Source: an optimization exercise on an open RTL-to-GDS flow (aim: small area). Production flows keep margins and buffers that such runs may drop.
Where RTL was checked, it was by simulation tests only, not by an equivalence proof against the original.
The RTL of runs 1 and 3 to 5 was laid out without a check of its function.
Power figures rest on the tool's default switching activity, not on a simulated workload.

File: flow/standard.sh
#!/bin/bash
# synth_recipe.tcl (not shown) runs the flow's synth.tcl, then flattens the netlist and writes it again
# the make line also repeats each setting of config.mk as NAME=value (left out here)
make -C /OpenROAD-flow-scripts/flow DESIGN_CONFIG=/design/flow/config.mk WORK_HOME=/design/flow/orfs CLKGATE_MAP_FILE= SYNTH_SCRIPT=/design/flow/synth_recipe.tcl "${@:-finish}"
File: flow/constraint.sdc
create_clock -name core_clock -period 10.0 [get_ports {clk}]
set_input_delay 2.0000 -clock core_clock [delete_from_list [all_inputs] [get_ports {clk}]]
set_output_delay 2.0000 -clock core_clock [all_outputs]
set_load 0.01 [all_outputs]
File: flow/config.mk
export PLATFORM = sky130hd
export DESIGN_NAME = bpuf_core
export DESIGN_NICKNAME = bpuf_core
export VERILOG_FILES = /design/flow/design.v
export SDC_FILE = /design/flow/constraint.sdc
export NUM_CORES = 8
export LEC_CHECK = 0
export CAP_MARGIN = 40
export CORE_MARGIN = 2
export CORE_UTILIZATION = 40
export PLACE_DENSITY = 0.6
export SLEW_MARGIN = 20
export SYNTH_HIERARCHICAL = 1
export SYNTH_MINIMUM_KEEP_SIZE = 0
File: flow/flow/run.sh
#!/bin/bash
# Standard ORFS flow with a leaner clock tree: CTS without dummy loads and with
# larger sink clusters, and the smallest buffer on the ports.
set -e
export CTS_ARGS="-sink_clustering_enable -repair_clock_nets -dont_use_dummy_load -sink_clustering_size 24 -sink_clustering_max_diameter 60 -buf_list sky130_fd_sc_hd__clkbuf_16"
export BUFFER_PORTS_ARGS="-buffer_cell sky130_fd_sc_hd__buf_1"
bash standard.sh > standard.log 2>&1
File: flow/design.v
module meas_comp
#(
parameter C_IWIDTH = 20
)
(
input       [C_IWIDTH-1:0]  I_comp1,
input       [C_IWIDTH-1:0]  I_comp2,
output                      O_res
);
assign O_res = I_comp1 > I_comp2;
endmodule
module meas_mux
#(
parameter C_INUM = 48,
parameter C_IDWIDTH = 20,
parameter C_ISWIDTH = 6
)
(
input           [C_INUM*C_IDWIDTH-1:0]  I_data,
input           [C_ISWIDTH-1:0]         I_sel,
output          [C_IDWIDTH-1:0]         O_data
);
wire [C_INUM-1:0] S_onehot;
meas_dec #(.C_INUM(C_INUM), .C_ISWIDTH(C_ISWIDTH)) dec(
    .I_sel(I_sel),
    .O_onehot(S_onehot)
);
meas_andor #(.C_INUM(C_INUM), .C_IDWIDTH(C_IDWIDTH)) andor(
    .I_data(I_data),
    .I_onehot(S_onehot),
    .O_data(O_data)
);
endmodule
module meas_dec
#(
parameter C_INUM = 48,
parameter C_ISWIDTH = 6
)
(
input           [C_ISWIDTH-1:0]         I_sel,
output          [C_INUM-1:0]            O_onehot
);
genvar i;
for (i = 0; i < C_INUM; i = i + 1) begin: gen_dec
    assign O_onehot[i] = (I_sel == i);
end
endmodule
module meas_andor
#(
parameter C_INUM = 48,
parameter C_IDWIDTH = 20
)
(
input           [C_INUM*C_IDWIDTH-1:0]  I_data,
input           [C_INUM-1:0]            I_onehot,
output          [C_IDWIDTH-1:0]         O_data
);
localparam C_NG = (C_INUM + 2) / 3;
wire [3*C_NG-1:0] S_sel = {{(3*C_NG-C_INUM){1'b0}}, I_onehot};
genvar b, g;
for (b = 0; b < C_IDWIDTH; b = b + 1) begin: gen_bit
    wire [3*C_NG-1:0] S_bit;
    for (g = 0; g < 3*C_NG; g = g + 1) begin: gen_in
        assign S_bit[g] = (g < C_INUM) ? I_data[g*C_IDWIDTH + b] : 1'b0;
    end
    wire [C_NG-1:0] S_n;
    for (g = 0; g < C_NG; g = g + 1) begin: gen_grp
        meas_ao222n ao(
            .I_a0(S_sel[3*g]),   .I_b0(S_bit[3*g]),
            .I_a1(S_sel[3*g+1]), .I_b1(S_bit[3*g+1]),
            .I_a2(S_sel[3*g+2]), .I_b2(S_bit[3*g+2]),
            .O_y(S_n[g])
        );
    end
    assign O_data[b] = ~(&S_n);
end
endmodule
module meas_ao222n
(
input   I_a0, I_b0, I_a1, I_b1, I_a2, I_b2,
output  O_y
);
assign O_y = ~((I_a0 & I_b0) | (I_a1 & I_b1) | (I_a2 & I_b2));
endmodule
module meas_osc
#(
parameter C_L = 6,       
parameter C_R = 2,       
parameter C_P = 7        
)
(
input                     I_clk,
input                     I_osc,
input                     I_rst,     
input                     I_snap,    
input                     I_take,    
input                     I_last,    
input                     I_keep,    
output [C_R*C_P-1:0]      O_ring,    
output                    O_c,
output [C_L:0]            O_lo
);
reg S_gated_d;
reg [C_L:0] S_live;
reg [C_L:0] S_lo;
reg [C_R*C_P-1:0] S_ring;
reg S_c;
wire gated_osc = I_rst & I_osc;
wire [C_L:0] S_t;
assign S_t[0] = gated_osc & ~S_gated_d;
genvar j;
for (j = 0; j < C_L; j = j + 1) begin: gen_live
    assign S_t[j+1] = S_t[j] & S_live[j];
end
wire [C_R:0] S_tc;
assign S_tc[0] = S_c;
for (j = 0; j < C_R; j = j + 1) begin: gen_tap
    assign S_tc[j+1] = S_tc[j] & S_ring[j];
end
wire [C_R-1:0] S_digit = {C_R{I_keep}} & (S_ring[C_R-1:0] ^ S_tc[C_R-1:0]);
always @(posedge I_clk) begin
    S_gated_d <= gated_osc;
    S_live[C_L-1:0] <= {C_L{I_rst}} & (S_live[C_L-1:0] ^ S_t[C_L-1:0]);
    S_live[C_L] <= I_rst & (S_t[C_L] | (S_live[C_L] & ~I_take));
    if (I_snap)
        S_lo <= S_live;
    S_ring <= {S_digit, S_ring[C_R*C_P-1:C_R]};
    S_c <= I_last ? (S_live[C_L] & I_take) : (S_tc[C_R] & I_keep);
end
assign O_ring = S_ring;
assign O_c = S_c;
assign O_lo = S_lo;
endmodule
module meas
#(
parameter C_IOSCNUM = 48,
parameter C_IOSCDWIDTH = 20,
parameter C_OIDWIDTH = 24,
parameter C_MEMDATAWIDTH = 8,
parameter C_MEMADDRWIDTH = 10
)
(
input                               I_osc_rst,
input       [C_IOSCNUM-1:0]         I_osc,
input                               I_sclk,
input       [C_MEMDATAWIDTH-1:0]    I_mem_data,
output      [C_MEMADDRWIDTH-1:0]    O_mem_addr,
output reg  [C_OIDWIDTH-1:0]        O_prim_id,
output reg                          O_id_v
);
localparam C_L = 6;
localparam C_R = 2;
localparam C_P = 7;
localparam C_H = C_R * C_P;              
localparam C_W = C_L + 1 + 1 + C_H;      
reg [5:0] S_addr;
reg [1:0] S_sub;
wire S_done = S_addr[5] & S_addr[4] & (S_sub == 2'd0);
always @(posedge I_sclk) begin
    if (!I_osc_rst) begin
        S_addr <= 0;
        S_sub <= 0;
        O_id_v <= 0;
    end else if (!S_done) begin
        if (S_addr[0] | (S_sub == 2'd1))
            S_addr <= S_addr + 1'b1;
        if (!S_addr[0])
            S_sub <= S_sub + 1'b1;
    end else begin
        O_id_v <= 1;
    end
end
assign O_mem_addr = {{(C_MEMADDRWIDTH-6){1'b0}}, S_addr};
reg S_osc_rst_d;
always @(posedge I_sclk) begin
    S_osc_rst_d <= I_osc_rst;
end
wire S_snap = S_osc_rst_d & ~I_osc_rst;
reg [2:0] S_phase;
always @(posedge I_sclk) begin
    S_phase <= (S_phase == C_P - 1) ? 3'd0 : S_phase + 1'b1;
end
wire S_last = (S_phase == C_P - 1);
reg [2:0] S_clr_cnt;
wire S_clearing = (S_clr_cnt != 0);
wire S_xfer = I_osc_rst & S_done & ~O_id_v;
wire S_zero_snap = S_snap & ~(O_id_v & ~S_clearing);
always @(posedge I_sclk) begin
    if (S_xfer | S_zero_snap)
        S_clr_cnt <= C_P;
    else if (S_clearing)
        S_clr_cnt <= S_clr_cnt - 1'b1;
end
reg S_zero;
always @(posedge I_sclk) begin
    if (S_snap)
        S_zero <= S_zero_snap;
end
wire S_take = S_last & ~S_clearing & I_osc_rst;
wire [C_IOSCNUM*C_W-1:0] S_osc_data;
genvar i;
for (i = 0; i < C_IOSCNUM; i = i + 1) begin: gen_meas_osc
    meas_osc #(.C_L(C_L), .C_R(C_R), .C_P(C_P)) m(
        .I_clk(I_sclk),
        .I_osc(I_osc[i]),
        .I_rst(I_osc_rst),
        .I_snap(S_snap),
        .I_take(S_take),
        .I_last(S_last),
        .I_keep(~S_clearing),
        .O_ring(S_osc_data[i*C_W +: C_H]),
        .O_c(S_osc_data[i*C_W + C_H]),
        .O_lo(S_osc_data[i*C_W + C_H + 1 +: C_L + 1])
    );
end
wire [C_W-1:0] S_mux_data;
meas_mux #(.C_INUM(C_IOSCNUM), .C_IDWIDTH(C_W), .C_ISWIDTH(6)) mux(
    .I_data(S_osc_data),
    .I_sel(I_mem_data[5:0]),
    .O_data(S_mux_data)
);
wire [C_IOSCDWIDTH-1:0] S_value;
meas_value #(.C_L(C_L), .C_R(C_R), .C_P(C_P), .C_DWIDTH(C_IOSCDWIDTH)) value(
    .I_data(S_mux_data),
    .I_phase(S_phase),
    .I_zero(S_zero),
    .O_value(S_value)
);
reg [C_IOSCDWIDTH-1:0] S_first;
always @(posedge I_sclk) begin
    S_first <= S_value;
end
wire S_comp;
meas_comp #(.C_IWIDTH(C_IOSCDWIDTH)) comp(
    .I_comp1(S_first),
    .I_comp2(S_value),
    .O_res(S_comp)
);
always @(posedge I_sclk) begin
    if (S_addr[0])
        O_prim_id <= {O_prim_id[C_OIDWIDTH-2:0], S_comp};
end
endmodule
module meas_value
#(
parameter C_L = 6,
parameter C_R = 2,
parameter C_P = 7,
parameter C_DWIDTH = 20
)
(
input       [C_L+1+C_R*C_P:0]   I_data,      
input       [2:0]               I_phase,
input                           I_zero,
output      [C_DWIDTH-1:0]      O_value
);
localparam C_H = C_R * C_P;
wire [C_H-1:0] S_ring = I_data[C_H-1:0];
wire S_c = I_data[C_H];
wire [C_L:0] S_lo = I_data[C_H+1 +: C_L + 1];
wire [C_P-1:0] S_ph;
genvar k;
for (k = 0; k < C_P; k = k + 1) begin: gen_ph
    assign S_ph[k] = (I_phase == k) & ~I_zero;
end
reg [C_H-1:0] S_hi;
integer d, p;
always @(*) begin
    S_hi = 0;
    for (p = 0; p < C_P; p = p + 1)
        for (d = 0; d < C_P; d = d + 1)
            S_hi[d*C_R +: C_R] = S_hi[d*C_R +: C_R] |
                ({C_R{S_ph[p]}} & S_ring[((d + C_P - p) % C_P)*C_R +: C_R]);
end
wire [C_H:0] S_t;
wire [C_H-1:0] S_sum;
genvar j;
for (j = 0; j < C_H; j = j + 1) begin: gen_inc
    if (j % C_R == 0) begin: g_in
        wire S_cin = (j == 0 ? S_lo[C_L] : S_t[j]) | (S_c & S_ph[j / C_R]);
        assign S_sum[j] = S_hi[j] ^ S_cin;
        assign S_t[j+1] = S_hi[j] & S_cin;
    end else begin: g_mid
        assign S_sum[j] = S_hi[j] ^ S_t[j];
        assign S_t[j+1] = S_hi[j] & S_t[j];
    end
end
assign S_t[0] = 1'b0;
assign O_value = {{(C_DWIDTH-C_H-C_L){1'b0}}, S_sum, S_lo[C_L-1:0]};
endmodule
module control
#(
parameter MODE_BITS = 3,
parameter MEAS_COUNT = 20
)
(
input                               I_clk,
input [MODE_BITS-1:0]               I_mode,
input                               I_start,
input                               I_en,
input                               I_meas_v,
output reg                          O_meas_rst,
output reg                          O_enc_en,
output reg                          O_enc_start,
input                               I_enc_ready,
output reg                          O_dec_en,
output reg                          O_dec_start,
input                               I_dec_ready,
output reg                          O_ready
);
localparam ENCODE = 1;
localparam DECODE = 2;
reg S_start_d;
always @(posedge I_clk) begin
    if (!I_en) begin
        S_start_d <= 0;
    end else begin
        S_start_d <= I_start;
    end
end
reg S_start_up;
always @(posedge I_clk) begin
    if (!I_en) begin
        S_start_up <= 0;
    end else if (S_start_d == 0 && I_start == 1) begin
        S_start_up <= 1;
    end else begin
        S_start_up <= 0;
    end
end
reg [MEAS_COUNT-1:0] S_meas_rst_count;
wire S_count_low_zero = ~|S_meas_rst_count[MEAS_COUNT-2:0];
wire S_count_fb = S_meas_rst_count[MEAS_COUNT-1] ^ S_meas_rst_count[2] ^ S_count_low_zero;
wire S_count_last = S_meas_rst_count[MEAS_COUNT-1] & S_count_low_zero;
always @(posedge I_clk) begin
    if (!I_en) begin
        S_meas_rst_count <= 0;
    end else if (S_start_up) begin
        S_meas_rst_count <= 0;
    end else begin
        S_meas_rst_count <= {S_meas_rst_count[MEAS_COUNT-2:0], S_count_fb};
    end
end
always @(posedge I_clk) begin
    if (!I_en) begin
        O_meas_rst <= 1;
    end else if (S_start_up || S_count_last) begin
        O_meas_rst <= 0;
    end else begin
        O_meas_rst <= 1;
    end
end
reg S_meas_fin;
always @(posedge I_clk) begin
    if (!I_en) begin
        S_meas_fin <= 0;
    end else if (!O_meas_rst) begin
        S_meas_fin <= 0;
    end else if (I_meas_v) begin
        S_meas_fin <= 1;
    end
end
reg start_mode_begin;
always @(posedge I_clk) begin
    if (!I_en) begin
        O_enc_en <= 0;
        O_dec_en <= 0;
        start_mode_begin <= 0;
    end else if (S_meas_fin) begin
        if (I_mode == ENCODE) begin
            O_enc_en <= 1;
        end else if (I_mode == DECODE) begin
            O_dec_en <= 1;
        end
        start_mode_begin <= 1;
    end else begin
        O_dec_en <= 0;
        O_enc_en <= 0;
        start_mode_begin <= 0;
    end
end
always @(posedge I_clk) begin
    if (!I_en) begin
        O_enc_start <= 0;
        O_dec_start <= 0;
    end else if (start_mode_begin) begin
        if (I_mode == ENCODE) begin
            O_enc_start <= 1;
        end else if (I_mode == DECODE) begin
            O_dec_start <= 1;
        end
    end else begin
        O_enc_start <= 0;
        O_dec_start <= 0;
    end
end
always @(posedge I_clk) begin
    if (!I_en) begin
        O_ready <= 0;
    end else if (!S_meas_fin) begin
        O_ready <= 0;
    end else if (I_enc_ready || I_dec_ready) begin
        O_ready <= 1;
    end
end
endmodule
module bpuf_core
(
input           clk,
input           en,
input           start,
input  [2:0]    mode,
input  [47:0]   osc,
input  [7:0]    mem_data,
input           enc_ready,
input           dec_ready,
output [9:0]    mem_addr,
output [23:0]   prim_id,
output          id_v,
output          enc_en,
output          enc_start,
output          dec_en,
output          dec_start,
output          ready
);
wire meas_rst;
control #(.MODE_BITS(3), .MEAS_COUNT(20)) u_con (
    .I_clk(clk),
    .I_mode(mode),
    .I_start(start),
    .I_en(en),
    .I_meas_v(id_v),
    .O_meas_rst(meas_rst),
    .O_enc_en(enc_en),
    .O_enc_start(enc_start),
    .I_enc_ready(enc_ready),
    .O_dec_en(dec_en),
    .O_dec_start(dec_start),
    .I_dec_ready(dec_ready),
    .O_ready(ready)
);
meas #(.C_IOSCNUM(48), .C_IOSCDWIDTH(20), .C_OIDWIDTH(24),
    .C_MEMDATAWIDTH(8), .C_MEMADDRWIDTH(10)) u_meas (
    .I_osc_rst(meas_rst),
    .I_osc(osc),
    .I_sclk(clk),
    .I_mem_data(mem_data),
    .O_mem_addr(mem_addr),
    .O_prim_id(prim_id),
    .O_id_v(id_v)
);
endmodule
==> results.txt, run 1 <==
Dividing the detail-routed via count by the number of cells gives 5.201. In the final timing run, aggregate negative setup slack is 0 ns. Hold buffer count at CTS: 0.

Setup repair after global routing left no endpoint under its margin. The number of pins exceeding their max-slew limit in the final report was 0; the fraction of power spent switching nets was 0.2151. The first global-routing pass estimated 163,600 um of wire.

The row count was 131; the mean instance size in the synthesized netlist was 14.58 sq um. Buffers inserted during clock tree synthesis total 103. The tools report the initial antenna violation count as 12. The run gives 0.4029 as the starting density of the core.

The routed layout has 29.12k vias. Power share of the sequential group: 0.610. In the final routed layout, each cell accounts on average for 18.72 um.

The maximum level of the CTS H-tree is 3. The flow ran to the end and the layout has no timing, DRC or antenna violations. The congestion estimate from routability-driven global placement came to 0.8659.

The worst register-to-register path has a depth of 34. For this design, the sink count on the clock tree is 1,531. The run gives 0 as the final routed DRC violation total.

Clock transition at the registers of the reported paths: 0.08 ns. In this run the remaining antenna-violating nets after routing total 0. The worst-case clock skew was 0.07599 ns; the sum of net half-perimeters after detailed placement was 72,620 um. The run gives 0.319 as the share of total power in the clock network.

The most used flip-flop cell after synthesis is sky130_fd_sc_hd__dfxtp_1. IR analysis of the VDD net gives a maximum drop of 151.7 uV. The total power is 11.71 mW, and the slew at the pin with the worst max-slew slack is 1.196 ns. The depth of the worst hold-timing path came out at 0. The max-cap violation count was 0; the power density over the cells was 201.2 nW/um^2. The cell at the slowest stage of the critical path was sky130_fd_sc_hd__or4_1. The async set or reset register ratio after synthesis came out at 0. The data required time of the critical path came out at 10.50 ns. Most common library cell in the layout ignoring fill and taps: sky130_fd_sc_hd__dfxtp_1.

The final hold violation count is 0, and the height of the die is 362.4 um. Power share of the combinational group: 0.072. For the all-layer global routing usage, the log shows 0.1578. The number of iterations in the first detailed-routing pass came out at 8. Post-layout instance area: 58,170 sq um. Total placed instance area: 55,590 sq um. The tree is rooted in a sky130_fd_sc_hd__clkbuf_16. Of all nets on the critical path, the largest fanout is 12. The portion of the clock cycle consumed by the worst path in the final layout was 0.9395. TritonCTS built the clock tree. The die is 362.4 um wide.

The tools report the utilization of the core after routing as 0.4562. The minimum period implied by the final worst setup slack came out at 9.395 ns. The critical setup path kind is in2reg. The net count of the finished layout is 4,423. The switching power total is 2.518 mW. Leaving out fill and tap cells, the most frequent cells in the layout are sky130_fd_sc_hd__dfxtp_1 (1,169), sky130_fd_sc_hd__ha_1 (424), sky130_fd_sc_hd__edfxtp_1 (361).

Fmax: 106.4 MHz. Pin placement for this block handled 104 I/O pins. The worst setup path is launched from an input pin. The tools report the category of the worst setup path capture point as a flip-flop. In this run the static leakage power is 24.01 nW. Setup violations remaining at the end of the flow were counted as 0. The overall die area came out at 131,300 sq um. The via count of the first global-routing pass came out at 29.03k. In this run the deepest clock path goes through 3 buffers. At the worst endpoint, the arrival time is 9.90 ns. The count of unique library cells instantiated by Yosys was 77. Internal power comes to 9.188 mW. From synthesis to final layout, the design area changed by 13.22%. For the violation count after the first detailed-route iteration, the log shows 3,142. Counting every instance in the synthesized netlist gives 3,524. Class of the tightest hold or removal check: reg2reg.

The tools report the sequential element share of the synthesized area as 0.6668. Buffers added to address setup during post-CTS repair amount to 0. Relative slew slack: 0.2029.

The largest single stage delay on the critical path is 0.49 ns. The total global routing overflow was 0; the fraction of final layout cells sized beyond drive strength 1 was 0.1963. The Yosys step of the flow raised 10 warnings. The largest net degree at the start of global routing is 162. The final layout contains routed wiring with a total length of 104,800 um. Yosys mapped a number of flops with a built-in enable equal to 361. Post-CTS repair changed the size of 0 cells. Clock latency on the worst-skew pair: 0.74 ns. The total area inside the core boundary comes to 127,500 sq um. The mapped netlist covers 51,380 sq um. In this design, the critical path's most frequently occurring cell is sky130_fd_sc_hd__ha_1. Synthesis inferred 1,531 register bits. The number of input and output port buffers inserted was 97.
## sequential cells by signal (all words and copies together), names as in the netlist, 2 cells and up
register	flops
u_meas.gen_meas_osc.m.S_ring	672
u_meas.gen_meas_osc.m.S_live	336
u_meas.gen_meas_osc.m.S_lo	336
u_meas.gen_meas_osc.m.S_c	48
u_meas.gen_meas_osc.m.S_gated_d	48
u_meas.O_prim_id	24
u_con.S_meas_rst_count	20
u_meas.S_first	20
u_meas.S_addr	6
u_meas.S_clr_cnt	3
u_meas.S_phase	3
u_meas.S_sub	2
## power by group through the flow
stage          Clock, mW  Combinational [mW]  Sequential, mW
6_report            3.73               0.839            7.14
5_1_grt             4.09                1.00            7.19
4_1_cts             3.87               0.861            7.14
3_5_place_dp           0               0.855            7.28
3_3_place_gp           0               0.816            7.25
2_1_floorplan          0               0.630            7.26
## synthesized netlist by cell type, drive strengths merged (7+ instances only)
master | n | area, sq um
dfxtp | 1170 | 23420
and2 | 455 | 3331
ha | 424 | 5305
edfxtp | 361 | 10840
a222oi | 352 | 3523
nor2b | 105 | 1025
nand4 | 93 | 588.1
nor2 | 81 | 311.6
nand2 | 78 | 295.3
o21ai | 64 | 320.3
nand3 | 58 | 290.3
o21a | 50 | 376.6
inv | 32 | 120.1
buf | 25 | 176.4
or4 | 23 | 176.4
a21oi | 18 | 90.09
mux2i | 15 | 150.1
clkbuf | 9 | 33.78
and3 | 8 | 51.30
nand2b | 8 | 57.55
mux2 | 7 | 82.57
## metrics by stage
stage / hold WS, ns / instances / setup WS [ns]
after floorplan: 0.3298 / 3527 / 0.9006
after global placement: 0.3326 / 5468 / -0.05166
after detailed placement: 0.3348 / 5492 / -0.06459
after CTS: 0.2956 / 5595 / 0.6305
after global routing: 0.3041 / 5595 / 0.1205
final: 0.3058 / 5598 / 0.6053
## layer usage
layer  GRT usage  share of wire  vias up
li1            -              -    14250
met1      0.2209           0.47    14100
met2      0.2458           0.44      608
met3     0.02613          0.053      156
met4     0.05711          0.030        4
met5           0        0.00023        -
## critical path: cells and delay by family
| kind | cells | cell delay, ns |
|---|---|---|
| xor+xnor | 1 | 0.18 |
| simple gates | 8 | 1.71 |
| compound gates | 10 | 1.98 |
| fa+ha+maj | 14 | 2.79 |
| mux | 1 | 0.15 |
| buf+inv | 5 | 1.03 |
## logic make-up after synthesis
kind of cell / Yosys count / share of synthesized area
simple gates: 945 / 0.1257
buf+inv: 67 / 0.006502
fa+ha+maj: 424 / 0.1033
compound gates: 527 / 0.09134
xor+xnor: 5 / 0.0008525
other cells: 1 / 0.00007298
flops: 1531 / 0.6668
mux: 24 / 0.005406
## area by class of cell
| cell class | instances | area (sq um) |
|---|---|---|
| fillers | 11370 | 69350 |
| flip-flops and latches | 1531 | 34270 |
| multi-input cells | 1929 | 16810 |
| clock buffers | 103 | 2577 |
| repair buffers | 337 | 2303 |
| well taps | 1662 | 2079 |
| inverters | 33 | 128.9 |
| diodes | 3 | 7.507 |
## path summary, 6_finish.rpt
kind                                                                  start                                           to  slack, ns
worst max-delay path                                            mem_data[3]                u_meas.O_prim_id[0]$_DFFE_PP_       0.61
worst min-delay path            u_meas.gen_meas_osc[34].m.S_ring[8]$_DFF_P_  u_meas.gen_meas_osc[34].m.S_ring[6]$_DFF_P_       0.31
worst max register to register   u_meas.gen_meas_osc[0].m.S_ring[4]$_DFF_P_                u_meas.O_prim_id[0]$_DFFE_PP_       2.53
worst min register to register  u_meas.gen_meas_osc[34].m.S_ring[8]$_DFF_P_  u_meas.gen_meas_osc[34].m.S_ring[6]$_DFF_P_       0.31
==> run 2, diff against run 1 <==
--- a/flow/design.v
+++ b/flow/design.v
@@ -219,10 +219,15 @@
     .I_sel(I_mem_data[5:0]),
     .O_data(S_mux_data)
 );
+reg [C_W-1:0] S_read;
+always @(posedge I_sclk) begin
+    S_read <= S_mux_data;
+end
+wire [2:0] S_phase_prev = (S_phase == 3'd0) ? C_P - 1 : S_phase - 1'b1;
 wire [C_IOSCDWIDTH-1:0] S_value;
 meas_value #(.C_L(C_L), .C_R(C_R), .C_P(C_P), .C_DWIDTH(C_IOSCDWIDTH)) value(
-    .I_data(S_mux_data),
-    .I_phase(S_phase),
+    .I_data(S_read),
+    .I_phase(S_phase_prev),
     .I_zero(S_zero),
     .O_value(S_value)
 );
@@ -237,7 +242,7 @@
     .O_res(S_comp)
 );
 always @(posedge I_sclk) begin
-    if (S_addr[0])
+    if (S_sub == 2'd2 && !S_addr[0])
         O_prim_id <= {O_prim_id[C_OIDWIDTH-2:0], S_comp};
 end
 endmodule
--- a/flow/config.mk
+++ b/flow/config.mk
@@ -8,6 +8,7 @@
 export CAP_MARGIN = 40
 export CORE_MARGIN = 2
 export CORE_UTILIZATION = 40
+export GPL_TIMING_DRIVEN = 0
 export PLACE_DENSITY = 0.6
 export SLEW_MARGIN = 20
 export SYNTH_HIERARCHICAL = 1
==> run 2 against run 1 <==
Still clean on timing, DRC and antenna. Global-route usage about the same. Setup slack better by 2.1 ns. Final area up 0.35%. Total power up 2.1%. Clock skew down 0.0040 ns. Routed wire length up 0.87%. Largest power group unchanged.
==> results.txt, run 2 <==
The flow ran to the end and the layout has no timing, DRC or antenna violations. The logs give 0 (unchanged) for the total global routing overflow and 0 (unchanged) for the final hold violation count. The row count is 132 (+0.76%), and the async set or reset register ratio after synthesis is 0 (unchanged). The number of flip-flops under the largest register name was 672 (unchanged); the portion of the clock cycle consumed by the worst path in the final layout was 0.7317 (-0.2078). The number of gates given a new drive strength after cts came out at 0 (unchanged). By area the synthesized netlist is led by sky130_fd_sc_hd__dfxtp_1 (46%), sky130_fd_sc_hd__edfxtp_1 (21%), sky130_fd_sc_hd__ha_1 (10%), sky130_fd_sc_hd__a222oi_1 (6.8%), sky130_fd_sc_hd__and2_2 (4.2%).

The run gives 87 (-46%) as the largest net degree at the start of global routing. The logs give 164,400 um (+0.47%) for the wire length of the first global-routing pass and 0 ns (unchanged) for the setup TNS. The logs give 74,810 um (+3.0%) for the sum of net half-perimeters after detailed placement and 129,200 sq um (+1.3%) for the core region area.

The mean routed wirelength per cell is 18.93 um (+1.1%), and the fraction of final layout cells sized beyond drive strength 1 is 0.1774 (-0.01890). The tools report the category of the worst setup path capture point as a flip-flop. The mean instance size in the synthesized netlist is 14.59 sq um (about the same), and the gate count after technology mapping is 3,559 (+0.99%). The final worst setup slack was 2.683 ns (+2.078 ns). The final routed DRC violation total came out at 0 (unchanged). CTS placed an instance of sky130_fd_sc_hd__clkbuf_16 at the clock tree root.

Among all stages on the critical path, the largest delay is contributed by sky130_fd_sc_hd__o21ai_0. The utilization of the core after routing is 0.4520 (-0.004183). The number of buffers added by the clock tree synthesis step came out at 107 (+3.9%). The worst setup path is of the reg2reg kind. For the number of iterations in the first detailed-routing pass, the log shows 6 (-2). The post-layout instance area came out at 58,380 sq um (+0.35%). Type of origin of the critical path: a flip-flop.

The tools report the final cell count without fillers as 5,583 (-0.27%). The logs give 0.1580 (+0.0002789) for the all-layer global routing usage and 0.2962 ns (-0.009602 ns) for the worst hold margin. The relative slew slack was 0.1961 (-0.006813). The clock transition at the registers of the reported paths is 0.09 ns (about the same).

Floorplan die width: 364.3 um (+0.53%). The tools report the data required time of the critical path as 10.45 ns (-0.05 ns). In the synthesized netlist the dominant register cell turns out to be sky130_fd_sc_hd__dfxtp_1.

The number of fill cells came out at 11.58k (+1.8%). The routed wire length was 105,700 um (+0.87%). TritonCTS built the clock tree.

The run gives 23.71 nW (-1.3%) as the leakage power summed over all cells. The number of input and output port buffers inserted was 97 (unchanged). For the number of clock sinks, the log shows 1,553 (+1.4%).

The tools report the area occupied by registers as 34,710 sq um (+1.3%). The overall die area came out at 132,700 sq um (+1.1%). The worst hold path begins at u_meas.gen_meas_osc[31].m.S_ring[9]$_DFF_P_. In the synthesized netlist, the cells that appear most often are sky130_fd_sc_hd__dfxtp_1 (1,192), sky130_fd_sc_hd__ha_1 (427), sky130_fd_sc_hd__edfxtp_1 (361). The initial antenna violation count came out at 9 (-3). The worst-case clock skew came out at 0.07198 ns (-0.004009 ns).

The logs give 17,010 sq um (+1.2%) for the multi-input logic area and 0 (unchanged) for the number of buffers inserted by post-CTS setup repair. The maximum level of the CTS H-tree is 3 (unchanged). The minimum period implied by the final worst setup slack was 7.317 ns (-2.078 ns); the violation count after the first detailed-route iteration was 3,006 (-4.3%). Number of flops mapped to enable cells by yosys: 361 (unchanged). The tools report the post-placement cell count as 5,474 (-0.33%). The largest incremental delay on the critical path is 0.39 ns (-0.10 ns). In the final layout, the registers with the most flip-flops are u_meas.gen_meas_osc.m.S_ring x672, u_meas.gen_meas_osc.m.S_live x336, u_meas.gen_meas_osc.m.S_lo x336. The count of unique library cells instantiated by Yosys is 75 (-2.6%). The maximum fanout along the worst path works out to 10 (-2). Global placement routability congestion: 0.9163 (+5.8%). The via total after detailed routing was 28.86k (-0.89%).

For the worst path arrival time, the log shows 7.77 ns (-2.13 ns). In the layout the commonest cells are sky130_fd_sc_hd__dfxtp_1 (1,191), sky130_fd_sc_hd__ha_1 (427), sky130_fd_sc_hd__edfxtp_1 (361). The logs give 0 (unchanged) for the final number of setup-violating endpoints and 55,690 sq um (+0.19%) for the total placed instance area.

The tools report the warning count from the yosys run as 10 (unchanged). In this run the worst hold path is classified as reg2reg. The sequential element share of the synthesized area is 0.6683 (+0.001460), and the count of nets left with antenna violations after detail routing is 0 (unchanged).

The worst setup slack before clock tree synthesis is 2.673 ns (+2.738 ns), and the maximum VDD drop is 131.1 uV (-14%). The most common library cell in the layout ignoring fill and taps is sky130_fd_sc_hd__dfxtp_1. The run gives 0.74 ns (about the same) as the clock latency on the worst-skew pair. The post-synthesis register bit count was 1,553 (+1.4%). The total power came out at 11.95 mW (+2.1%). Summed over all instances, the cell type with the most area after synthesis is sky130_fd_sc_hd__dfxtp_1. Post-detailed-route via-to-cell ratio: 5.169 (-0.63%). The most frequent cell on the critical path was sky130_fd_sc_hd__ha_1.

The mapped cell area was 51,930 sq um (+1.1%); the top-level port count was 104 (unchanged). The max-cap violation count came out at 0 (unchanged). Starting density of the core: 0.4021 (-0.0008643).

Number of pins exceeding their max-slew limit in the final report: 0 (unchanged). The height of the die was 364.3 um (+0.53%); the fmax was 136.7 MHz (+28%). The fraction of post-synthesis cell area in the top cell type by area was 0.4595 (+0.003681). The hold buffer count at CTS was 0 (unchanged); the power density over the cells was 204.7 nW/um^2 (+1.7%).

The tools report the clock tree buffer depth as 3 (unchanged). Setup repair after global routing left no endpoint under its margin. Relative to the synthesized area, the layout overhead comes to 12.42%. The via count of the first global-routing pass was 28.92k (-0.40%).

In this run the critical register-to-register path is launched from u_meas.S_phase[0]$_SDFF_PN0_. The slew at the pin with the worst max-slew slack came out at 1.206 ns (+0.01022 ns). The most frequent cell after synthesis is sky130_fd_sc_hd__dfxtp_1. Tracing the worst setup path back leads to its startpoint at u_meas.S_phase[0]$_SDFF_PN0_. The post-layout net count is 4,332 (-2.1%).

u_meas.gen_meas_osc.m.S_ring holds more flip-flops than any other register.
-- run 2: cell types whose count changed in the layout (fill, tap and decap cells not counted), moves of 9 or more --
cell	before	now
sky130_fd_sc_hd__buf_4	229	12
sky130_fd_sc_hd__nor2_1	78	23
sky130_fd_sc_hd__buf_6	0	46
sky130_fd_sc_hd__nor2_2	2	48
sky130_fd_sc_hd__dfxtp_1	1169	1191
sky130_fd_sc_hd__buf_2	0	11
sky130_fd_sc_hd__clkbuf_1	0	10
sky130_fd_sc_hd__buf_8	0	9
-- run 2: where the power goes --
group | switching [mW] | internal (mW) | leakage, nW
Sequential | 0.232 | 7.01 | 13.0
Combinational | 0.376 | 0.490 | 9.36
Clock | 1.96 | 1.88 | 1.32
-- run 2: worst max-delay path: cells and delay by family, from the launching register on --
family,cells,cell delay [ns]
and+or+nand+nor,5,0.79
AOI/OAI and AO/OA,9,1.88
adders and majority gates,15,3.02
buffers and inverters,5,0.78
DFF,1,0.34
xor gates and xnor gates,1,0.20
-- run 2: final timing paths --
check	endpoint	slack (ns)	cells after the start
setup / recovery	u_meas.O_prim_id[0]$_DFFE_PP_	2.68	35
hold / removal	u_meas.gen_meas_osc[31].m.S_ring[7]$_DFF_P_	0.30	0
setup reg to reg	u_meas.O_prim_id[0]$_DFFE_PP_	2.68	35
hold reg to reg	u_meas.gen_meas_osc[31].m.S_ring[7]$_DFF_P_	0.30	0
-- run 2: kinds of logic (layout without fill, tap and decap cells) --
kind of cell    Yosys count  after routing  synth area share
mux                      23             23          0.005132
buf+inv                  71            348          0.006867
simple gates            947            947            0.1250
other cells               1              6        0.00007222
flops                  1553           1553            0.6683
compound gates          532            532           0.09089
fa+ha+maj               427            427            0.1029
xor+xnor                  5              5         0.0008433
-- run 2: final cells by class --
type | instances | area share
repair buffers | 170 | 0.02454
well taps | 1742 | 0.03734
clock buffers | 107 | 0.04587
multi-input cells | 1938 | 0.2914
flip-flops and latches | 1553 | 0.5945
inverters | 35 | 0.002401
plain buffers | 36 | 0.003858
diodes | 2 | 0.00008573
-- run 2: layer usage --
metal,wire [um],up-vias,track usage
met4,4092,6,0.06668
met5,37,-,0
li1,-,14100,-
met2,45710,671,0.2422
met1,49340,13900,0.2181
met3,6501,175,0.03091
==> run 3, diff against run 2 <==
--- a/flow/design.v
+++ b/flow/design.v
@@ -82,54 +82,52 @@
 );
 assign O_y = ~((I_a0 & I_b0) | (I_a1 & I_b1) | (I_a2 & I_b2));
 endmodule
-module meas_osc
+module meas_value
 #(
-parameter C_L = 6,       
-parameter C_R = 2,       
-parameter C_P = 7        
+parameter C_L = 6,
+parameter C_R = 2,
+parameter C_P = 7,
+parameter C_DWIDTH = 20
 )
 (
-input                     I_clk,
-input                     I_osc,
-input                     I_rst,     
-input                     I_snap,    
-input                     I_take,    
-input                     I_last,    
-input                     I_keep,    
-output [C_R*C_P-1:0]      O_ring,    
-output                    O_c,
-output [C_L:0]            O_lo
-);
-reg S_gated_d;
-reg [C_L:0] S_live;
-reg [C_L:0] S_lo;
-reg [C_R*C_P-1:0] S_ring;
-reg S_c;
-wire gated_osc = I_rst & I_osc;
-wire [C_L:0] S_t;
-assign S_t[0] = gated_osc & ~S_gated_d;
+input       [C_L+1+C_R*C_P:0]   I_data,      
+input       [2:0]               I_phase,
+input                           I_zero,
+output      [C_DWIDTH-1:0]      O_value
+);
+localparam C_H = C_R * C_P;
+wire [C_H-1:0] S_ring = I_data[C_H-1:0];
+wire S_c = I_data[C_H];
+wire [C_L:0] S_lo = I_data[C_H+1 +: C_L + 1];
+wire [C_P-1:0] S_ph;
+genvar k;
+for (k = 0; k < C_P; k = k + 1) begin: gen_ph
+    assign S_ph[k] = (I_phase == k) & ~I_zero;
+end
+reg [C_H-1:0] S_hi;
+integer d, p;
+always @(*) begin
+    S_hi = 0;
+    for (p = 0; p < C_P; p = p + 1)
+        for (d = 0; d < C_P; d = d + 1)
+            S_hi[d*C_R +: C_R] = S_hi[d*C_R +: C_R] |
+                ({C_R{S_ph[p]}} & S_ring[((d + C_P - p) % C_P)*C_R +: C_R]);
+end
+wire [C_H:0] S_t;
+wire [C_H-1:0] S_sum;
 genvar j;
-for (j = 0; j < C_L; j = j + 1) begin: gen_live
-    assign S_t[j+1] = S_t[j] & S_live[j];
+for (j = 0; j < C_H; j = j + 1) begin: gen_inc
+    if (j % C_R == 0) begin: g_in
+        wire S_cin = (j == 0 ? S_lo[C_L] : S_t[j]) | (S_c & S_ph[j / C_R]);
+        assign S_sum[j] = S_hi[j] ^ S_cin;
+        assign S_t[j+1] = S_hi[j] & S_cin;
+    end else begin: g_mid
+        assign S_sum[j] = S_hi[j] ^ S_t[j];
+        assign S_t[j+1] = S_hi[j] & S_t[j];
+    end
 end
-wire [C_R:0] S_tc;
-assign S_tc[0] = S_c;
-for (j = 0; j < C_R; j = j + 1) begin: gen_tap
-    assign S_tc[j+1] = S_tc[j] & S_ring[j];
-end
-wire [C_R-1:0] S_digit = {C_R{I_keep}} & (S_ring[C_R-1:0] ^ S_tc[C_R-1:0]);
-always @(posedge I_clk) begin
-    S_gated_d <= gated_osc;
-    S_live[C_L-1:0] <= {C_L{I_rst}} & (S_live[C_L-1:0] ^ S_t[C_L-1:0]);
-    S_live[C_L] <= I_rst & (S_t[C_L] | (S_live[C_L] & ~I_take));
-    if (I_snap)
-        S_lo <= S_live;
-    S_ring <= {S_digit, S_ring[C_R*C_P-1:C_R]};
-    S_c <= I_last ? (S_live[C_L] & I_take) : (S_tc[C_R] & I_keep);
-end
-assign O_ring = S_ring;
-assign O_c = S_c;
-assign O_lo = S_lo;
+assign S_t[0] = 1'b0;
+assign O_value = {{(C_DWIDTH-C_H-C_L){1'b0}}, S_sum, S_lo[C_L-1:0]};
 endmodule
 module meas
 #(
@@ -197,21 +195,37 @@
         S_zero <= S_zero_snap;
 end
 wire S_take = S_last & ~S_clearing & I_osc_rst;
+wire S_keep = ~S_clearing;
 wire [C_IOSCNUM*C_W-1:0] S_osc_data;
-genvar i;
+genvar i, j;
 for (i = 0; i < C_IOSCNUM; i = i + 1) begin: gen_meas_osc
-    meas_osc #(.C_L(C_L), .C_R(C_R), .C_P(C_P)) m(
-        .I_clk(I_sclk),
-        .I_osc(I_osc[i]),
-        .I_rst(I_osc_rst),
-        .I_snap(S_snap),
-        .I_take(S_take),
-        .I_last(S_last),
-        .I_keep(~S_clearing),
-        .O_ring(S_osc_data[i*C_W +: C_H]),
-        .O_c(S_osc_data[i*C_W + C_H]),
-        .O_lo(S_osc_data[i*C_W + C_H + 1 +: C_L + 1])
-    );
+    reg S_gated_d;
+    reg [C_L:0] S_live;
+    reg [C_L:0] S_lo;
+    reg [C_H-1:0] S_ring;
+    reg S_c;
+    wire gated_osc = I_osc_rst & I_osc[i];
+    wire [C_L:0] S_t;
+    assign S_t[0] = gated_osc & ~S_gated_d;
+    for (j = 0; j < C_L; j = j + 1) begin: gen_live
+        assign S_t[j+1] = S_t[j] & S_live[j];
+    end
+    wire [C_R:0] S_tc;
+    assign S_tc[0] = S_c;
+    for (j = 0; j < C_R; j = j + 1) begin: gen_tap
+        assign S_tc[j+1] = S_tc[j] & S_ring[j];
+    end
+    wire [C_R-1:0] S_digit = {C_R{S_keep}} & (S_ring[C_R-1:0] ^ S_tc[C_R-1:0]);
+    always @(posedge I_sclk) begin
+        S_gated_d <= gated_osc;
+        S_live[C_L-1:0] <= {C_L{I_osc_rst}} & (S_live[C_L-1:0] ^ S_t[C_L-1:0]);
+        S_live[C_L] <= I_osc_rst & (S_t[C_L] | (S_live[C_L] & ~S_take));
+        if (S_snap)
+            S_lo <= S_live;
+        S_ring <= {S_digit, S_ring[C_H-1:C_R]};
+        S_c <= S_last ? (S_live[C_L] & S_take) : (S_tc[C_R] & S_keep);
+    end
+    assign S_osc_data[i*C_W +: C_W] = {S_lo, S_c, S_ring};
 end
 wire [C_W-1:0] S_mux_data;
 meas_mux #(.C_INUM(C_IOSCNUM), .C_IDWIDTH(C_W), .C_ISWIDTH(6)) mux(
@@ -246,53 +260,6 @@
         O_prim_id <= {O_prim_id[C_OIDWIDTH-2:0], S_comp};
 end
 endmodule
-module meas_value
-#(
-parameter C_L = 6,
-parameter C_R = 2,
-parameter C_P = 7,
-parameter C_DWIDTH = 20
-)
-(
-input       [C_L+1+C_R*C_P:0]   I_data,      
-input       [2:0]               I_phase,
-input                           I_zero,
-output      [C_DWIDTH-1:0]      O_value
-);
-localparam C_H = C_R * C_P;
-wire [C_H-1:0] S_ring = I_data[C_H-1:0];
-wire S_c = I_data[C_H];
-wire [C_L:0] S_lo = I_data[C_H+1 +: C_L + 1];
-wire [C_P-1:0] S_ph;
-genvar k;
-for (k = 0; k < C_P; k = k + 1) begin: gen_ph
-    assign S_ph[k] = (I_phase == k) & ~I_zero;
-end
-reg [C_H-1:0] S_hi;
-integer d, p;
-always @(*) begin
-    S_hi = 0;
-    for (p = 0; p < C_P; p = p + 1)
-        for (d = 0; d < C_P; d = d + 1)
-            S_hi[d*C_R +: C_R] = S_hi[d*C_R +: C_R] |
-                ({C_R{S_ph[p]}} & S_ring[((d + C_P - p) % C_P)*C_R +: C_R]);
-end
-wire [C_H:0] S_t;
-wire [C_H-1:0] S_sum;
-genvar j;
-for (j = 0; j < C_H; j = j + 1) begin: gen_inc
-    if (j % C_R == 0) begin: g_in
-        wire S_cin = (j == 0 ? S_lo[C_L] : S_t[j]) | (S_c & S_ph[j / C_R]);
-        assign S_sum[j] = S_hi[j] ^ S_cin;
-        assign S_t[j+1] = S_hi[j] & S_cin;
-    end else begin: g_mid
-        assign S_sum[j] = S_hi[j] ^ S_t[j];
-        assign S_t[j+1] = S_hi[j] & S_t[j];
-    end
-end
-assign S_t[0] = 1'b0;
-assign O_value = {{(C_DWIDTH-C_H-C_L){1'b0}}, S_sum, S_lo[C_L-1:0]};
-endmodule
 module control
 #(
 parameter MODE_BITS = 3,
==> flow/flow/run.sh (replaced) <==
#!/bin/bash
# Standard ORFS flow with a leaner clock tree: CTS without dummy loads and with
# larger sink clusters, and the smallest buffer on the ports.
set -e
export CTS_ARGS="-sink_clustering_enable -repair_clock_nets -dont_use_dummy_load -sink_clustering_size 28 -sink_clustering_max_diameter 60 -buf_list sky130_fd_sc_hd__clkbuf_16"
export BUFFER_PORTS_ARGS="-buffer_cell sky130_fd_sc_hd__buf_1"
bash standard.sh > standard.log 2>&1
==> run 3 against run 2 <==
Via count shrank 1.6%. Flip-flop and latch count unchanged. Synthesized area shrank 1.7%. Critical path depth stayed put. Count of clock-buffer cells in the layout down 2. Combinational power fell by 8.9%. Global-route usage is 0.58 points higher. Synthesized cell count fell by 0.84%. Die area down 1.7%. Fmax is 6.2% lower. Worst hold slack gained 0.013 ns. Largest cell class unchanged. Highest routed layer unchanged.
==> results.txt, run 3 <==
The tools report the row count as 131 (-0.76%). The worst-case clock skew came out at 0.06502 ns (-0.006958 ns). The tools report the gate count after technology mapping as 3,529 (-0.84%). Post-placement cell count: 5,346 (-2.3%).

In the final layout, the registers with the most flip-flops are u_meas.gen_meas_osc.S_ring x672, u_meas.gen_meas_osc.S_live x336, u_meas.gen_meas_osc.S_lo x336. From synthesis to final layout, the design area changed by 11.55%. For the clock latency on the worst-skew pair, the log shows 0.72 ns (-0.02 ns). The core region area came out at 127,000 sq um (-1.6%).

By area the synthesized netlist is led by sky130_fd_sc_hd__dfxtp_1 (47%), sky130_fd_sc_hd__edfxtp_1 (21%), sky130_fd_sc_hd__ha_1 (10%), sky130_fd_sc_hd__a222oi_1 (6.9%), sky130_fd_sc_hd__and2_1 (5.6%). The utilization of the core after routing was 0.4482 (-0.003803). Via total after detailed routing: 28.39k (-1.6%).

The number of input and output port buffers inserted was 97 (unchanged); the largest incremental delay on the critical path was 0.41 ns (+0.02 ns). The cell at the slowest stage of the critical path is sky130_fd_sc_hd__clkbuf_1. Mapped cell area: 51,040 sq um (-1.7%). The most common library cell in the layout ignoring fill and taps was sky130_fd_sc_hd__dfxtp_1.

The minimum period implied by the final worst setup slack is 7.799 ns (+0.4819 ns). Ranked by flip-flop count, first place goes to u_meas.gen_meas_osc.S_ring. The count of unique library cells instantiated by Yosys is 72 (-4.0%). Setup repair after global routing left no endpoint under its margin. The fraction of post-synthesis cell area in the top cell type by area came out at 0.4675 (+0.007999). The run gives 105 (-1.9%) as the number of buffers added by the clock tree synthesis step. For the sum of net half-perimeters after detailed placement, the log shows 79,980 um (+6.9%).

The post-layout net count was 4,282 (-1.2%). For the worst path arrival time, the log shows 8.25 ns (+0.48 ns). The async set or reset register ratio after synthesis was 0 (unchanged). The clock tree buffer depth came out at 3 (unchanged).

The slew at the pin with the worst max-slew slack came out at 0.9002 ns (-0.3057 ns). The count of nets left with antenna violations after detail routing was 0 (unchanged); the overall die area was 130,500 sq um (-1.7%). The portion of the clock cycle consumed by the worst path in the final layout came out at 0.7799 (+0.04819). Global placement routability congestion: 0.8245 (-10%). The data required time of the critical path is 10.45 ns (about the same), and the final cell count without fillers is 5,453 (-2.3%). Hold buffer count at CTS: 0 (unchanged). Tracing the worst setup path back leads to its startpoint at u_meas.S_phase[2]$_SDFF_PN0_. The violation count after the first detailed-route iteration is 3,276 (+9.0%), and the depth of the worst hold-timing path is 0 (unchanged). Relative slew slack: 0.3999 (+0.2038). The number of fill cells came out at 11.34k (-2.1%). The tools report the wire length of the first global-routing pass as 163,800 um (-0.32%).

Max-cap violation count: 0 (unchanged). The final hold violation count was 0 (unchanged). The maximum fanout along the worst path works out to 10 (unchanged).

The warning count from the yosys run came out at 9 (-1). The worst setup path is captured at a flip-flop. The commonest cells after synthesis are sky130_fd_sc_hd__dfxtp_1 (1,192), sky130_fd_sc_hd__and2_1 (457), sky130_fd_sc_hd__ha_1 (427). In the layout the commonest cells are sky130_fd_sc_hd__dfxtp_1 (1,192), sky130_fd_sc_hd__and2_1 (457), sky130_fd_sc_hd__ha_1 (427). The number of flops mapped to enable cells by yosys is 361 (unchanged).

The worst hold margin was 0.3093 ns (+0.01309 ns); the depth of the worst register-to-register path was 35 (unchanged). The number of clock sinks was 1,553 (unchanged); the top-level port count was 104 (unchanged). In this run the critical register-to-register path is launched from u_meas.S_phase[2]$_SDFF_PN0_.

The initial antenna violation count came out at 3 (-6). Post-synthesis register bit count: 1,553 (unchanged). The fraction of final layout cells sized beyond drive strength 1 came out at 0.07786 (-0.09953). The post-layout instance area was 56,930 sq um (-2.5%). The starting density of the core is 0.4018 (about the same), and the number of flip-flops under the largest register name is 672 (unchanged). The sequential element share of the synthesized area is 0.6799 (+0.01163). The most frequent cell on the critical path was sky130_fd_sc_hd__ha_1. The maximum level of the CTS H-tree is 3 (unchanged). The logs give 27.64k (-4.4%) for the via count of the first global-routing pass and 22.93 nW (-3.3%) for the leakage power summed over all cells. The number of iterations in the first detailed-routing pass was 6 (unchanged).

The height of the die is 361.2 um (-0.85%), and the floorplan die width is 361.2 um (-0.85%). The mean instance size in the synthesized netlist was 14.46 sq um (-0.88%); the all-layer global routing usage was 0.1638 (+0.005780). The fmax came out at 128.2 MHz (-6.2%). The cell accounting for the most synthesized area was sky130_fd_sc_hd__dfxtp_1. The run finished with no timing, DRC or antenna violations.

The number of pins exceeding their max-slew limit in the final report is 0 (unchanged). TritonCTS built the clock tree. The number of buffers inserted by post-CTS setup repair is 0 (unchanged), and the final routed DRC violation total is 0 (unchanged). The tree is rooted in a sky130_fd_sc_hd__clkbuf_16. The mean routed wirelength per cell came out at 19.80 um (+4.6%). In the synthesized netlist the dominant register cell turns out to be sky130_fd_sc_hd__dfxtp_1. STA classifies the critical path startpoint as a flip-flop. The post-detailed-route via-to-cell ratio was 5.207 (+0.74%). Class of the tightest hold or removal check: reg2reg. The most frequent cell after synthesis was sky130_fd_sc_hd__dfxtp_1. Total placed instance area: 54,300 sq um (-2.5%).

For the routed wire length, the log shows 108,000 um (+2.2%). The startpoint identified for the worst hold timing path is u_meas.gen_meas_osc[35].S_ring[12]$_DFF_P_. The critical setup path kind is reg2reg. The clock transition at the registers of the reported paths is 0.10 ns (about the same).

The logs give 0 (unchanged) for the final number of setup-violating endpoints and 11.81 mW (-1.2%) for the total power. The largest net degree at the start of global routing is 106 (+22%). The run gives 0 (unchanged) as the number of gates given a new drive strength after cts. The power density over the cells is 207.4 nW/um^2 (+1.3%).

The maximum VDD drop is 132.5 uV (+1.0%), and the total global routing overflow is 0 (unchanged).
-- run 3: changes by cell type after synthesis, sizes merged, moves of 3 or more --
cell	change
o2bb2ai	-3
o21a	-48
buf	+17
nor2	-4
a21oi	+54
nand3	-47
clkbuf	+54
o21ai	-48
a22oi	-5
a22o	+50
mux2i	-6
nand2	-53
-- run 3: worst max-delay path: cells and delay by family, from the launching register on --
family	cells	cell delay, ns
AOI/OAI and AO/OA	12	2.43
buffers and inverters	5	1.14
adders and majority gates	14	2.85
xor gates and xnor gates	1	0.21
DFF	1	0.31
and+or+nand+nor	3	0.63
-- run 3: power by group --
group | internal [mW] | leakage (nW) | total, mW | switching [mW]
sequential | 7.00 | 13.0 | 7.24 | 0.232
combinational | 0.395 | 8.61 | 0.789 | 0.394
clock | 1.84 | 1.29 | 3.78 | 1.94
total | 9.24 | 22.9 | 11.8 | 2.56
-- run 3: path summary, 6_finish.rpt --
| path | slack (ns) | to |
|---|---|---|
| setup / recovery | 2.20 | u_meas.O_prim_id[0]$_DFFE_PP_ |
| hold / removal | 0.31 | u_meas.gen_meas_osc[35].S_ring[10]$_DFF_P_ |
| setup reg to reg | 2.20 | u_meas.O_prim_id[0]$_DFFE_PP_ |
| hold reg to reg | 0.31 | u_meas.gen_meas_osc[35].S_ring[10]$_DFF_P_ |
-- run 3: final cells by class --
| class | instances | area [sq um] | area share |
|---|---|---|---|
| multi-input cells | 1839 | 15810 | 0.2777 |
| repair buffers | 152 | 1032 | 0.01813 |
| clock buffers | 105 | 2628 | 0.04615 |
| well taps | 1662 | 2079 | 0.03653 |
| inverters | 33 | 131.4 | 0.002308 |
| flip-flops and latches | 1553 | 34700 | 0.6096 |
| diodes | 2 | 5.005 | 0.00008791 |
| plain buffers | 107 | 545.5 | 0.009582 |
-- run 3: metal layers --
| metal | GRT usage | vias to the layer above | share of wire |
|---|---|---|---|
| li1 | - | 13910 | - |
| met1 | 0.2318 | 13640 | 0.47 |
| met2 | 0.2597 | 702 | 0.45 |
| met3 | 0.02203 | 138 | 0.049 |
| met4 | 0.05251 | 4 | 0.024 |
| met5 | 0 | - | 0.00019 |
-- run 3: kinds of logic (layout without fill, tap and decap cells) --
family,count (synthesis),in the layout,synth area share
AO/OA/AOI/OAI,538,538,0.09438
buffers and inverters,140,397,0.01307
other,1,6,0.00007347
multiplexers,21,21,0.005369
adder cells (fa/ha/maj),427,427,0.1047
flip-flops,1553,1553,0.6799
XOR/XNOR,5,5,0.0008580
AND/OR/NAND/NOR,844,844,0.1016
-- run 3: per-stage QoR --
stage	setup TNS (ns)	setup WS [ns]
2_1_floorplan	0	2.153
3_3_place_gp	-488.47	-1.493
3_5_place_dp	0	2.105
4_1_cts	0	2.011
5_1_grt	0	1.595
6_report	0	2.201
==> run 4, diff against run 3 <==
==> flow/flow/run.sh (replaced) <==
#!/bin/bash
# Standard ORFS flow with a leaner clock tree: CTS without dummy loads and with
# larger sink clusters, and the smallest buffer on the ports.
set -e
export CTS_ARGS="-sink_clustering_enable -repair_clock_nets -dont_use_dummy_load -sink_clustering_size 32 -sink_clustering_max_diameter 50 -buf_list sky130_fd_sc_hd__clkbuf_16"
export BUFFER_PORTS_ARGS="-buffer_cell sky130_fd_sc_hd__buf_1"
bash standard.sh > standard.log 2>&1
==> run 4 against run 3 <==
Global-route usage increased by 0.055 points. Setup slack improved by 0.00065 ns. Die area unchanged. Synthesized area unchanged. Sequential power about the same. Critical path depth unchanged. Register-to-register slack about the same. Largest cell class unchanged. Final area increased by 0.62%.
==> results.txt, run 4 <==
The run finished with no timing, DRC or antenna violations. Fmax: 128.2 MHz (about the same). The clock transition at the registers of the reported paths was 0.10 ns (about the same). The library cell used most frequently in the layout, excluding fill and tap cells, is sky130_fd_sc_hd__dfxtp_1. The layout overhead on the synthesized area came out at 12.24%. The post-layout instance area was 57,290 sq um (+0.62%). The run gives 15,810 sq um (unchanged) as the multi-input logic area.

For the final hold violation count, the log shows 0 (unchanged). The sequential element share of the synthesized area is 0.6799 (unchanged), and the number of iterations in the first detailed-routing pass is 9 (+3). The logs give 2.105 ns (unchanged) for the worst setup slack before clock tree synthesis and 34,700 sq um (unchanged) for the area occupied by registers. The library cells used most frequently in the layout, excluding fill and tap cells, are sky130_fd_sc_hd__dfxtp_1 (1,192), sky130_fd_sc_hd__and2_1 (457), sky130_fd_sc_hd__ha_1 (427). The xor and xnor fraction of the mapped netlist area was 0.0008580 (unchanged); the via total after detailed routing was 28.44k (+0.15%).

The tools report the number of clock sinks as 1,553 (unchanged). Most frequent cell after synthesis: sky130_fd_sc_hd__dfxtp_1. Final worst setup slack: 2.202 ns (+0.0006500 ns). Relative slew slack: 0.3902 (-0.009619). Among all stages on the critical path, the largest delay is contributed by sky130_fd_sc_hd__clkbuf_1. For the gate count after technology mapping, the log shows 3,529 (unchanged). The main combinational cell family by area after synthesis is adder cells. The floorplan die width was 361.2 um (unchanged). TritonCTS built the clock tree. Critical setup path kind: reg2reg. The largest registers in the layout are u_meas.gen_meas_osc.S_ring x672, u_meas.gen_meas_osc.S_live x336, u_meas.gen_meas_osc.S_lo x336. The count of unique library cells instantiated by Yosys was 72 (unchanged); the post-placement cell count was 5,346 (unchanged). More flip-flops sit in one register than any other, and that register is u_meas.gen_meas_osc.S_ring. The wire length of the first global-routing pass is 164,200 um (+0.21%), and the height of the die is 361.2 um (unchanged).

The logs give 0.74 ns (+0.02 ns) for the clock latency on the worst-skew pair and 0.4510 (+0.002798) for the utilization of the core after routing. The run gives 0.2790 ns (-0.03030 ns) as the worst hold margin. The data required time of the critical path is 10.46 ns (about the same), and the routed wire length is 108,400 um (+0.36%). All-layer global routing usage: 0.1644 (+0.0005539). The maximum level of the CTS H-tree was 3 (unchanged); the mean instance size in the synthesized netlist was 14.46 sq um (unchanged). The final routed DRC violation total is 0 (unchanged). The row count is 131 (unchanged), and the power density over the cells is 211.0 nW/um^2 (+1.7%). The worst hold path belongs to the class reg2reg. The number of input and output port buffers inserted works out to 97 (unchanged). The number of gates given a new drive strength after cts is 0 (unchanged). The most numerous cell type found on the critical path is sky130_fd_sc_hd__ha_1. The slew at the pin with the worst max-slew slack is 0.9146 ns (+0.01443 ns). The largest net degree at the start of global routing is 106 (unchanged).

The area fraction in and, or, nand and nor cells after synthesis is 0.1016 (unchanged). The top-level port count is 104 (unchanged). The total global routing overflow was 0 (unchanged). Setup TNS: 0 ns (unchanged). The logs give 0.08931 ns (+0.02429 ns) for the worst-case clock skew and 127,000 sq um (unchanged) for the core region area. The category of the worst setup path capture point was a flip-flop.

The tools report the maximum VDD drop as 131.0 uV (-1.1%). The via count of the first global-routing pass was 27.82k (+0.65%); the max-cap violation count was 0 (unchanged). For the leakage power summed over all cells, the log shows 23.11 nW (+0.75%). The post-detailed-route via-to-cell ratio works out to 5.199 (-0.14%). Clock tree buffer depth: 3 (unchanged). The post-layout net count is 4,296 (+0.33%), and the number of buffers inserted by post-CTS setup repair is 0 (unchanged). The total placed instance area was 54,300 sq um (unchanged). The adder-cell area share of the yosys netlist was 0.1047 (unchanged). The global placement routability congestion was 0.8245 (unchanged); the starting density of the core was 0.4018 (unchanged).

Initial antenna violation count: 3 (unchanged). The portion of the clock cycle consumed by the worst path in the final layout works out to 0.7798 (about the same). Post-synthesis register bit count: 1,553 (unchanged). The total power came out at 12.09 mW (+2.4%). The tools report the count of nets left with antenna violations after detail routing as 0 (unchanged). Number of buffers added by the clock tree synthesis step: 119 (+13%). STA classifies the critical path startpoint as a flip-flop. The area fraction in compound gates after synthesis is 0.09438 (unchanged).

In the post-synthesis netlist, the biggest area contributors are sky130_fd_sc_hd__dfxtp_1 (47%), sky130_fd_sc_hd__edfxtp_1 (21%), sky130_fd_sc_hd__ha_1 (10%), sky130_fd_sc_hd__a222oi_1 (6.9%), sky130_fd_sc_hd__and2_1 (5.6%). Hold buffer count at CTS: 0 (unchanged). The post-synthesis mux area share was 0.005369 (unchanged); the async set or reset register ratio after synthesis was 0 (unchanged). The logs give 79,980 um (unchanged) for the sum of net half-perimeters after detailed placement and 9 (unchanged) for the warning count from the yosys run. Setup repair after global routing left no endpoint under its margin. Fraction of post-synthesis cell area in the top cell type by area: 0.4675 (unchanged). The mapped cell area is 51,040 sq um (unchanged), and the number of flops mapped to enable cells by yosys is 361 (unchanged).

The minimum period implied by the final worst setup slack was 7.798 ns (-0.0006500 ns); the final number of setup-violating endpoints was 0 (unchanged). The mean routed wirelength per cell was 19.82 um (about the same). The cell accounting for the most synthesized area was sky130_fd_sc_hd__dfxtp_1.

The violation count after the first detailed-route iteration is 3,339 (+1.9%). Number of pins exceeding their max-slew limit in the final report: 0 (unchanged). After synthesis, the most frequently instantiated cells are sky130_fd_sc_hd__dfxtp_1 (1,192), sky130_fd_sc_hd__and2_1 (457), sky130_fd_sc_hd__ha_1 (427). The tree is rooted in a sky130_fd_sc_hd__clkbuf_16. The logs give 8.26 ns (about the same) for the worst path arrival time and 130,500 sq um (unchanged) for the overall die area. The maximum fanout along the worst path works out to 10 (unchanged). The run gives 5,469 (+0.29%) as the final cell count without fillers. The number of fill cells is 11.32k (-0.21%), and the fraction of final layout cells sized beyond drive strength 1 is 0.08125 (+0.003395). The number of flip-flops under the largest register name is 672 (unchanged). The most common flop cell mapped by yosys is sky130_fd_sc_hd__dfxtp_1. The largest incremental delay on the critical path came out at 0.40 ns (about the same).
[run 4: cell counts after synthesis]
No cell type changed its count.
[run 4: worst paths after layout]
kind	slack [ns]	depth (start not counted)	start	to
max	2.20	35	u_meas.S_phase[2]$_SDFF_PN0_	u_meas.O_prim_id[0]$_DFFE_PP_
min reg2reg	0.28	0	u_meas.gen_meas_osc[46].S_ring[12]$_DFF_P_	u_meas.gen_meas_osc[46].S_ring[10]$_DFF_P_
max reg2reg	2.20	35	u_meas.S_phase[2]$_SDFF_PN0_	u_meas.O_prim_id[0]$_DFFE_PP_
min	0.28	0	u_meas.gen_meas_osc[46].S_ring[12]$_DFF_P_	u_meas.gen_meas_osc[46].S_ring[10]$_DFF_P_
[run 4: kinds of logic (layout without fill, tap and decap cells)]
group / Yosys count / in the layout
flip-flops: 1553 / 1553
AND/OR/NAND/NOR: 844 / 844
AO/OA/AOI/OAI: 538 / 538
adder cells (fa/ha/maj): 427 / 427
buffers and inverters: 140 / 411
multiplexers: 21 / 21
XOR/XNOR: 5 / 5
other: 1 / 8
[run 4: power by group]
part,internal (mW),switching [mW]
registers,7.01,0.232
clock network,2.08,1.98
logic,0.396,0.395
[run 4: critical path, delay by kind of cell, from the launching register on]
kind                     cells  cell delay (ns)
adder cells (fa/ha/maj)     14             2.85
XOR/XNOR                     1             0.21
flip-flops                   1             0.31
AND/OR/NAND/NOR              3             0.63
AO/OA/AOI/OAI               12             2.42
buffers and inverters        5             1.13
[run 4: layout make-up]
class | count | share of cell area
Antenna cell | 4 | 0.0001747
Buffer | 107 | 0.009523
Clock buffer | 119 | 0.05198
Inverter | 33 | 0.002293
Multi-Input combinational cell | 1839 | 0.2759
Sequential cell | 1553 | 0.6058
Tap cell | 1662 | 0.03630
Timing Repair Buffer | 152 | 0.01802
[run 4: per-layer routing]
metal	GRT usage	share of wire	vias to the layer above	wire [um]
met3	0.02307	0.051	161	5575
met1	0.2313	0.47	13590	50880
met2	0.2595	0.45	704	48870
met4	0.05694	0.028	4	3028
li1	-	-	13980	-
met5	0	0.00019	-	21
==> run 5, diff against run 4 <==
==> flow/flow/run.sh (replaced) <==
#!/bin/bash
# Standard ORFS flow with a leaner clock tree: CTS without dummy loads and with
# larger sink clusters, and the smallest buffer on the ports.
set -e
export CTS_ARGS="-sink_clustering_enable -repair_clock_nets -dont_use_dummy_load -sink_clustering_size 40 -sink_clustering_max_diameter 65 -buf_list sky130_fd_sc_hd__clkbuf_16"
export REMOVE_ABC_BUFFERS=1
export BUFFER_PORTS_ARGS="-buffer_cell sky130_fd_sc_hd__buf_1"
bash standard.sh > standard.log 2>&1
==> run 5 against run 4 <==
Critical path type unchanged. Still clean on timing, DRC and antenna. Largest power group unchanged. Non-clock buffer count down 91. Critical path depth up 1. Final cell count down 2.0%. Worst hold slack better by 0.038 ns. First-iteration DRC count down 8.6%. Combinational power down 2%. Via count down 0.67%. Fmax down 1.3%.
==> results.txt, run 5 <==
The mean routed wirelength per cell is 19.45 um (-1.8%). Ranked by flip-flop count, first place goes to u_meas.gen_meas_osc.S_ring. For the clock latency on the worst-skew pair, the log shows 0.73 ns (about the same). The logs give 126.5 MHz (-1.3%) for the fmax and 73,260 um (-8.4%) for the sum of net half-perimeters after detailed placement.

The sequential element share of the synthesized area came out at 0.6799 (unchanged). The mean instance size in the synthesized netlist came out at 14.46 sq um (unchanged). The critical setup path kind was reg2reg. The via total after detailed routing was 28.25k (-0.67%); the routed wire length was 104,200 um (-3.8%). The minimum period implied by the final worst setup slack is 7.905 ns (+0.1067 ns), and the height of the die is 361.2 um (unchanged). The final cell count without fillers was 5,358 (-2.0%).

The starting density of the core is 0.4018 (unchanged), and the maximum fanout along the worst path is 35 (+25). The run finished with no timing, DRC or antenna violations. The tools report the global placement routability congestion as 0.8341 (+1.2%). The worst path buffer plus inverter count was 3 (-2); the number of gates given a new drive strength after cts was 0 (unchanged). Slew at the pin with the worst max-slew slack: 1.083 ns (+0.1683 ns).

Largest incremental delay on the critical path: 0.42 ns (+0.02 ns). The gate count after technology mapping is 3,529 (unchanged). The most frequent cell on the critical path is sky130_fd_sc_hd__ha_1. The run gives 10 (+7) as the initial antenna violation count. The warning count from the yosys run came out at 9 (unchanged). Mapped cell area: 51,040 sq um (unchanged). The via count of the first global-routing pass is 28.04k (+0.77%). For the number of iterations in the first detailed-routing pass, the log shows 6 (-3). TritonCTS built the clock tree.

Among all stages on the critical path, the largest delay is contributed by sky130_fd_sc_hd__and3_1. The logs give 153.7 uV (+17%) for the maximum VDD drop and 0.1573 (-0.007087) for the all-layer global routing usage. The top-level port count was 104 (unchanged). Leaving out fill and tap cells, the most frequent cells in the layout are sky130_fd_sc_hd__dfxtp_1 (1,191), sky130_fd_sc_hd__and2_1 (457), sky130_fd_sc_hd__ha_1 (427).
## run 5: cell count changes in the layout (fill, tap and decap cells not counted), moves of 9 or more
cell                        before  now
sky130_fd_sc_hd__buf_6          59   35
sky130_fd_sc_hd__buf_2          22    0
sky130_fd_sc_hd__clkbuf_1       61    0
sky130_fd_sc_hd__buf_16          3   12
sky130_fd_sc_hd__clkbuf_16     119   99
sky130_fd_sc_hd__buf_4          13    0
sky130_fd_sc_hd__buf_8           1   21
## run 5: routing by layer
metal | share of wire | routed length (um) | GRT usage
met1 | 0.47 | 48770 | 0.2160
met2 | 0.45 | 47400 | 0.2540
met3 | 0.051 | 5363 | 0.02475
met4 | 0.025 | 2655 | 0.05119
met5 | 0.00021 | 22 | 0
## run 5: final cells by class
cell class / instances / area [sq um]
Antenna cell: 4 / 10.01
Clock buffer: 99 / 2477
Fill cell: 11310 / 70320
Inverter: 33 / 131.4
Multi-Input combinational cell: 1839 / 15840
Sequential cell: 1553 / 34710
Tap cell: 1662 / 2079
Timing Repair Buffer: 168 / 1464
## run 5: kinds of logic (layout without fill, tap and decap cells)
logic type	after synthesis	after routing	synth area share
buffers and inverters	140	300	0.01307
and+or+nand+nor	844	844	0.1016
DFF	1553	1553	0.6799
adders and majority gates	427	427	0.1047
AOI/OAI and AO/OA	538	538	0.09438
muxes	21	21	0.005369
xor gates and xnor gates	5	5	0.0008580
other	1	8	0.00007347
## run 5: power by group
group / internal [mW] / total [mW] / switching (mW) / leakage, nW
Clock: 1.75 / 3.66 / 1.92 / 1.22
Combinational: 0.398 / 0.774 / 0.376 / 8.50
Sequential: 7.00 / 7.23 / 0.231 / 13.0
## run 5: worst paths after layout
kind,end,depth (start not counted)
max,u_meas.O_prim_id[0]$_DFFE_PP_,36
min,u_meas.gen_meas_osc[0].S_ring[6]$_DFF_P_,0
min reg2reg,u_meas.gen_meas_osc[0].S_ring[6]$_DFF_P_,0
max reg2reg,u_meas.O_prim_id[0]$_DFFE_PP_,36
## run 5: per-stage QoR
step | setup WS [ns] | total power, mW | hold WS (ns) | cell area [sq um]
after floorplan | -0.3029 | 7.893 | 0.3298 | 50510
after global placement | -8.251 | 8.098 | 0.3313 | 52950
after detailed placement | 2.132 | 8.176 | 0.3348 | 54220
after CTS | 2.106 | 11.84 | 0.3059 | 56700
after global routing | 1.623 | 12.25 | 0.3131 | 56700
final | 2.095 | 11.67 | 0.3173 | 56710
## run 5: worst reg2reg max path, delay by kind of cell, from the launching register on
family                     cells  cell delay (ns)
AOI/OAI and AO/OA             10             2.13
xor gates and xnor gates       1             0.18
adders and majority gates     15             3.13
buffers and inverters          3             0.43
DFF                            1             0.36
and+or+nand+nor                7             1.43

Check on run 5: ideal ports give 2.095 ns setup slack; a clkbuf_16 on the clock port and buf_2 on the inputs give 2.095 ns; moving port delays by the midpoint clock arrival (0.763 ns) as well gives 2.095 ns.
